Background: an optimization exercise with open tools, aiming at small area. Do not read the settings as production practice.
The RTL was checked by simulation tests, not by an equivalence proof against the original design.
Power figures rest on the tool's default switching activity, not on a simulated workload.

## config.mk

```make
export PLATFORM = sky130hd
export DESIGN_NAME = uart_top
export DESIGN_NICKNAME = uart_top
export VERILOG_FILES = /design/flow/design.v
export SDC_FILE = /design/flow/constraint.sdc
export NUM_CORES = 4
export LEC_CHECK = 0
export CAP_MARGIN = 20
export CORE_MARGIN = 2
export CORE_UTILIZATION = 40
export PLACE_DENSITY = 0.6
export SLEW_MARGIN = 20
```

## design.v

```verilog
`timescale 1ns / 1ps
module clk_gen(
    input clk, rst,
    input [16:0] baud,
    output tx_tick, rx_tick
);
int rx_max, tx_max;
int rx_count, tx_count;
reg tx_clk, rx_clk;
always@(posedge clk) begin
    if(rst)begin
        rx_max <= 0;
        tx_max <= 0;  
      end
    else begin    
        case(baud)
            4800 :  begin
                rx_max <=11'd649;
                tx_max <=14'd10416; 
                end
            9600  : begin
                rx_max <=11'd324;
                tx_max <=14'd5208;
                end
            14400 : begin 
                rx_max <=11'd215;
                tx_max <=14'd3472;
                end
            19200 : begin 
                rx_max <=11'd161;
                tx_max <=14'd2604;
                end
            38400: begin
                rx_max <=11'd79;
                tx_max <=14'd1302;
                end
            57600 : begin 
                rx_max <=11'd52;
                tx_max <=14'd868; 
                end             
            115200: begin 
                rx_max <=11'd25;
                tx_max <=14'd434; 
                end
            128000: begin 
                rx_max <=11'd23;
                tx_max <=14'd392; 
                end
            default: begin 
                rx_max <=11'd324;
                tx_max <=14'd5208;  
                end
        endcase
    end
end
always@(posedge clk)
begin
    if(rst) begin
        rx_count <= 0;
        rx_clk <= 0;
    end
    else begin
        if(rx_count <= rx_max)
        begin
            rx_count <= rx_count + 1;
        end
        else begin
            rx_clk   <= ~rx_clk;
            rx_count <= 0;
        end
    end
end
always@(posedge clk)
begin
    if(rst) begin
        tx_count <= 0;
        tx_clk <= 0;
    end
    else begin
        if(tx_count <= tx_max) begin
            tx_count <= tx_count + 1;
        end
        else begin
            tx_clk   <= ~tx_clk;
            tx_count <= 0;
        end
    end
end
assign rx_tick = !rst && !rx_clk && !(rx_count <= rx_max);
assign tx_tick = !rst && !tx_clk && !(tx_count <= tx_max);
endmodule
`timescale 1ns / 1ps
module uart_tx(
    input clk, tx_tick, tx_start,
    input rst, 
    input [7:0] tx_data,
    input [3:0] length,
    input parity_type,parity_en,
    input stop2,
    output reg tx, tx_done, tx_err
);
    logic [7:0] tx_reg;
    logic start_b;
    logic stop_b;
    logic parity_bit;
    integer count;
    localparam [2:0] idle = 0, 
                     start_bit = 1, 
                     send_data = 2, 
                     send_parity = 3, 
                     send_first_stop = 4, 
                     send_sec_stop = 5, 
                     done = 6;
    logic [2:0] state, next_state;
    assign start_b = 1'b0;
    assign stop_b  = 1'b1;
    always@(posedge clk)
    begin
        if(rst)
            parity_bit <= 1'b0;
        else if(tx_tick) begin
        if(parity_type == 1'b1) begin 
            case(length)
                4'd5 : parity_bit <= ^(tx_data[4:0]);  
                4'd6 : parity_bit <= ^(tx_data[5:0]); 
                4'd7 : parity_bit <= ^(tx_data[6:0]);
                4'd8 : parity_bit <= ^(tx_data[7:0]);
                default : parity_bit <= 1'b0; 
            endcase
        end
        else begin  
            case(length)
                4'd5 : parity_bit <= ~^(tx_data[4:0]); 
                4'd6 : parity_bit <= ~^(tx_data[5:0]); 
                4'd7 : parity_bit <= ~^(tx_data[6:0]);
                4'd8 : parity_bit <= ~^(tx_data[7:0]);
                default : parity_bit <= 1'b0; 
            endcase
         end 
        end
    end
    always@(posedge clk)
    begin
        if(rst)
            state <= idle;
        else if(tx_tick)
            state <= next_state;
    end
    always@(posedge clk)
    begin
        if(tx_tick && state == start_bit)
            tx_reg <= tx_data;
    end
    always@(*)
    begin
    next_state  = state;
    tx          = 1'b1;
    tx_done     = 1'b0; 
    tx_err      = 1'b0;
    case(state)
        idle : begin
            if(tx_start) 
                next_state = start_bit;
            else
                next_state = idle;
        end
        start_bit : begin
            tx          = start_b;
            next_state  = send_data;
        end  
        send_data: begin
            if(count < (length - 1)) begin
                next_state = send_data;
                tx         = tx_reg[count];
            end
            else if (parity_en)begin
                tx         = tx_reg[count];
                next_state  = send_parity;
            end
            else begin
                tx         = tx_reg[count];
                next_state  = send_first_stop;
            end
        end  
        send_parity: begin
            tx          = parity_bit;
            next_state  = send_first_stop;
        end
        send_first_stop : begin
            tx  = stop_b;
            if(stop2)           
                next_state  = send_sec_stop;       
            else
                next_state  = done;
        end
        send_sec_stop : begin
            tx          = stop_b;
            next_state  = done;
        end
        done : begin
            tx_done        = 1'b1;
            next_state  = idle;
        end
        default : next_state  = idle;
    endcase
    end
always@(posedge clk)
 begin
    if(rst)
        count <= 0;
    else if(tx_tick) begin
    case(state)
        send_data: begin
            count <= count + 1;
        end
        default : count <= 0;
    endcase
    end
 end
endmodule
`timescale 1ns / 1ps
module uart_rx(
    input clk, rx_tick, rx_start,
    input rst, rx,
    input [3:0] length,
    input parity_type,parity_en,
    input stop2,
    output reg [7:0] rx_out,
    output logic rx_done, rx_error
    );
 logic parity;   
 logic rx_par;
 logic [7:0] datard;
 int count;
 int bit_count;
 localparam [2:0] idle = 0, start_bit = 1, recv_data = 2, check_parity = 3, check_first_stop = 4, check_sec_stop= 5, done = 6;
 logic [2:0] state, next_state;
    always@(posedge clk)
    begin
        if(rst)
            state <= idle;
        else if(rx_tick)
            state <= next_state;
    end
    always@(*)
    begin
        next_state = state;
        rx_done    = (state == done);
        case(state)
            idle: begin
                if(rx_start && !rx)
                   next_state = start_bit;
                else
                   next_state = idle; 
            end
            start_bit: begin
                if(count == 7 && rx)  begin
                        next_state = idle;
                    end
                else if(count == 15) begin
                        next_state = recv_data;
                    end
                else  begin
                        next_state = start_bit;
                    end
            end
            recv_data: begin              
                if(count == 15 && bit_count == (length - 1)) begin
                    if(parity_en)
                        next_state = check_parity;
                    else
                        next_state = check_first_stop;
                end
                else
                    next_state = recv_data;
            end  
            check_parity: begin
                if (count == 15)
                    next_state = check_first_stop;
            end 
            check_first_stop : begin
                if (count == 15) begin
                    if(stop2)
                        next_state = check_sec_stop;
                    else
                        next_state = done; 
                   end
            end
            check_sec_stop: begin
                if (count == 15)
                    next_state = done; 
             end
            done :  begin
               next_state = idle;
            end    
            default : next_state = idle;
        endcase
    end
    always@(*)
    begin
        case(length)
            5: rx_par = ^datard[7:3];
            6: rx_par = ^datard[7:2];
            7: rx_par = ^datard[7:1];
            8: rx_par = ^datard[7:0];
            default : rx_par = 1'b0;
        endcase
    end
    always@(posedge clk)
    begin
        if(rst) begin
            count     <= 0;
            bit_count <= 0;
            datard    <= 0;
            parity    <= 0;
            rx_out    <= 0;
            rx_error  <= 0;
        end
        else if(rx_tick) begin
        case(state)
            idle: begin
                count     <= 0;
                bit_count <= 0;
                if(rx_start && !rx)
                    rx_error <= 1'b0;
             end
            start_bit: begin
                if(count < 15)
                    count <= count + 1;
                else
                    count <= 0;
            end
            recv_data: begin
                if(count < 15)
                    count <= count + 1;
                else begin
                    count <= 0;
                    bit_count <= bit_count + 1;
                end
                if(count == 7) begin
                    datard[7:0]   <=  {rx,datard[7:1]};   
                end
                else if(count == 15 && bit_count == (length - 1)) begin
                    case(length)
                        5: rx_out <= datard[7:3];
                        6: rx_out <= datard[7:2];
                        7: rx_out <= datard[7:1];
                        8: rx_out <= datard[7:0];
                        default : rx_out <= 8'h00;
                    endcase
                    if(parity_type)
                        parity <= rx_par;
                    else
                        parity <= ~rx_par;
                end
            end  
            check_parity: begin
                if(count < 15)
                    count <= count + 1;
                else
                    count <= 0; 
                if(count == 7 && rx != parity)
                    rx_error <= 1'b1;
            end   
            check_first_stop: begin
                if(count < 15)
                    count <= count + 1;
                else
                    count <= 0;
                if(count == 7 && rx != 1'b1)
                    rx_error <= 1'b1;
            end
            check_sec_stop: begin
                if(count < 15)
                    count <= count + 1;
                else
                    count <= 0;
                if(count == 7 && rx != 1'b1)
                    rx_error <= 1'b1;
            end
            done:  begin
                count <= 0;
                bit_count <= 0;
            end    
            default: begin
                count <= 0;
                bit_count <= 0;
            end
        endcase
        end
    end
 endmodule
`timescale 1ns / 1ps    
module uart_top (
    input clk, rst,
    input tx_start, rx_start,
    input [7:0] tx_data,
    input [16:0] baud,
    input [3:0] length,
    input parity_type, parity_en,
    input stop2,
    output tx_done,rx_done, tx_err, rx_err,
    output [7:0] rx_out
 );
wire tx_tick, rx_tick;
wire tx_rx;
clk_gen clk_dut (clk, rst, baud,tx_tick, rx_tick); 
uart_tx tx_dut  (clk, tx_tick,tx_start, rst, tx_data, length, parity_type, parity_en, stop2, tx_rx, tx_done, tx_err);
uart_rx rx_dut  (clk, rx_tick, rx_start, rst, tx_rx, length,parity_type, parity_en, stop2,rx_out,rx_done, rx_err);
endmodule
```

## constraint.sdc

```tcl
create_clock -name core_clock -period 10.0 [get_ports {clk}]
set_input_delay 2.0000 -clock core_clock [delete_from_list [all_inputs] [get_ports {clk}]]
set_output_delay 2.0000 -clock core_clock [all_outputs]
set_load 0.01 [all_outputs]
```

## run.sh

```bash
#!/bin/bash
# synth_recipe.tcl (not shown) runs the flow's synth.tcl, then flattens the netlist and writes it again
# the make line also repeats each setting of config.mk as NAME=value (left out here)
make -C /OpenROAD-flow-scripts/flow DESIGN_CONFIG=/design/flow/config.mk WORK_HOME=/design/flow/orfs CLKGATE_MAP_FILE= SYNTH_SCRIPT=/design/flow/synth_recipe.tcl finish
```

==> impl_metrics.json <==
{
  "dpl.cell_count": 1804,
  "setup_viol": 0,
  "num_vias": 10300,
  "endpoint": "tx_dut.state[2]$_SDFFE_PP0P_",
  "r2r_setup_slack_ns": 6.51,
  "syn_area_um2": 12100,
  "initial_utilization": 0.407,
  "final.period_utilization": 0.516,
  "fin_area_um2": 13600,
  "routedWlPerCell_um": 15.4,
  "routabilityCongestion": 0.812,
  "cts_buffers": 25,
  "first_pass_iters": 6,
  "cts_max_level": 1,
  "post_cts_resized": 0,
  "drv_slew": 0,
  "syn_nets": 1522,
  "via_per_inst": 5.57,
  "multi_input_area_um2": 7210,
  "finish.utilization": 0.460,
  "crit_required_ns": 10.38,
  "ys_types": 85,
  "skew_ns": 0.0122,
  "cts_tree": "built",
  "worst_ir_drop_vdd_mv": 0.130,
  "grt_first_pass_wirelength_mm": 48.2,
  "post_layout_nonfiller_instances": 1849,
  "start_kind": "primary input",
  "cp-startpoint": "length[0]",
  "ys_ff_latch": 213,
  "io_buffers": 46,
  "grt_pass1_vias": 9734,
  "seqCellArea_um2": 4340,
  "maxCapViolations": 0,
  "ys_top_cells_by_count": "205 x dfxtp_1, 185 x nor2_1, 92 x nand2_1",
  "drive_gt1_frac": 0.0583,
  "reg2regPathDepth": 9,
  "ys_seq_area_frac": 0.360,
  "cts_num_sinks": 213,
  "root_buffer": "clkbuf_16",
  "r2r-end": "tx_dut.count[13]$_SDFFE_PP0P_",
  "synth_most_common_cell": "dfxtp_1",
  "grt_max_degree": 72,
  "synth_top_area_frac": 0.340,
  "p_per_area_nw_per_um2": 138,
  "nNetsFinal": 1540,
  "arrival_ns": 5.54,
  "reg2reg_from": "clk_dut.tx_count[5]$_SDFF_PP0_",
  "dieArea_um2": 31500,
  "drt_iter0_drc": 753,
  "finalHoldViolCount": 0,
  "synthTopCellsByArea": "dfxtp_1 34%, ha_1 6.5%, nor2_1 5.8%",
  "fin_crit_ns": 5.16,
  "route.detailed.drc": 0,
  "dpl.hpwl_mm": 19.8,
  "placed_area_um2": 12800,
  "rsz0062_at_grt": "no",
  "critPathCaptureType": "flip-flop",
  "ys_warn_count": 3,
  "n_antenna_cell": 0,
  "insertion_delay_ns": 0.52,
  "grt_usage": 0.181,
  "syn_inst": 1423,
  "syn_area_per_cell_um2": 8.47,
  "totalWireLength_mm": 28.4,
  "antenna_found_initial": 0,
  "relSlewSlack": 0.270,
  "rows": 63,
  "setup_slack_ns": 4.84,
  "crit_type": "in -> reg",
  "die_w_um": 178,
  "critPathMaxFanout": 30,
  "post_cts_buffers": 0,
  "ant_nets": 0,
  "hold_buffers": 0,
  "coreArea_um2": 29600,
  "pre_cts_ws_ns": 4.31,
  "clock_path_buffers": 3,
  "worst_pin_slew_ns": 1.09,
  "overflow": 0,
  "leakagePower_uw": 0.00455,
  "area_delta_synth_final_pct": 13.2,
  "setup_tns_ns": 0,
  "fmax_mhz": 194,
  "ios": 48,
  "min-delay-start": "clk_dut.tx_count[0]$_SDFF_PP0_",
  "holdCritPathClass": "reg -> reg",
  "synth_flop_cell": "dfxtp_1",
  "synth-edff-count": 8,
  "die_y_um": 178,
  "outcome": "timing/DRC/antenna clean",
  "async_flop_share": 0,
  "path_clk_slew_ns": 0.06,
  "synth_largest_area_cell": "dfxtp_1",
  "num-fill-cells": 2967
}
==> metal layers <==
metal,up-vias,share of wire,track usage
met5,-,0,0
met4,0,0.023,0.0488
met3,44,0.041,0.0257
met2,201,0.45,0.290
met1,4818,0.49,0.254
li1,5243,-,-
==> stage by stage <==
| step | total power, µW | hold slack (ns) |
|---|---|---|
| 5_1_grt | 1950 | 0.488 |
| 6_report | 1880 | 0.464 |
| 4_1_cts | 1910 | 0.469 |
| 2_1_floorplan | 953 | 0.425 |
| 3_3_place_gp | 993 | 0.443 |
| 3_5_place_dp | 993 | 0.456 |
==> area by class of cell <==
class | count | area share
Sequential cell | 213 | 0.318
Clock buffer | 39 | 0.0556
Inverter | 64 | 0.0176
Multi-Input combinational cell | 1079 | 0.528
Timing Repair Buffer | 58 | 0.0402
Tap cell | 390 | 0.0358
Clock inverter | 6 | 0.00458
==> power by group <==
group          switching [µW]  internal (µW)  total, µW
Combinational            68.0           43.3        111
Clock                     360            545        905
Sequential               4.81            859        864
Total                     433           1450       1880
==> worst max-delay path, stage by stage <==
cell,delay [ns]
clkdlybuf4s50_1,0.52
inv_1,0.13
ha_1,0.22
or3b_2,0.78
ha_1,0.42
and2_1,0.19
a221o_1,0.31
a221oi_1,0.50
nand2_1,0.14
o31ai_1,0.22
o41ai_1,0.10
==> worst min path at each step <==
stage	endpoint	slack, ns	cells after the start
2_1_floorplan	clk_dut.tx_count[0]$_SDFF_PP0_	0.43	1
3_3_place_gp	clk_dut.rx_count[0]$_SDFF_PP0_	0.44	1
3_5_place_dp	clk_dut.tx_count[0]$_SDFF_PP0_	0.46	1
4_1_cts	clk_dut.tx_count[0]$_SDFF_PP0_	0.47	1
5_1_grt	clk_dut.tx_count[0]$_SDFF_PP0_	0.49	1
6_report	clk_dut.tx_count[0]$_SDFF_PP0_	0.46	1
==> cells in the final DEF, fill, tap and decap left out, types with 11 or more instances in the layout <==
cell	netlist	layout
xnor2_1	77	77
clkbuf_16	0	25
nand2b_1	13	12
nor2b_1	11	11
a211oi_1	12	12
o21ai_0	38	38
xor2_1	38	38
nand3_1	56	56
nor3_1	18	18
or4_1	25	25
a21o_1	11	11
a2111oi_0	24	23
dfxtp_1	205	205
nand4_1	46	46
and4_1	11	11
ha_1	63	63
or3_1	18	18
buf_4	3	13
and3_1	24	24
a21oi_1	87	87
clkdlybuf4s50_1	0	45
mux2i_1	33	33
inv_1	64	64
nand2_1	92	92
o31ai_1	21	21
nor4_1	45	44
nor2_1	185	185
==> cell families (layout without fill, tap and decap cells) <==
kind of cell	after synthesis	after routing	share of synthesized area
compound gates	274	274	0.158
xor+xnor	117	117	0.0873
fa+ha+maj	63	63	0.0654
buf+inv	131	167	0.0449
flops	213	213	0.360
mux	35	35	0.0311
other cells	1	1	0.000311
simple gates	589	589	0.253

==> port drivers added, routing unchanged <==
Ports are ideal in the flow. The routed layout listed here was re-timed in OpenROAD.
Step 1 assumes that a clkbuf_16 drives the clock port and a buf_2 every other input.
Step 2, shift: input delay + t, output delay - t, t = (earliest + latest rising clock arrival at the registers) / 2. This alone moves slack from input paths to output paths.
a / b / c = ideal ports / drivers / drivers and shift; a / b = the first two.
shift t [ns]: 0.565
slack for setup (ns): 4.835 / 4.861 / 4.296
slew at the worst register clock pin (ns): 0.06 / 0.06
After both steps this run still meets setup and hold. For this run, drivers alone change the setup slack by +0.026 ns; drivers and shift together by -0.539 ns.
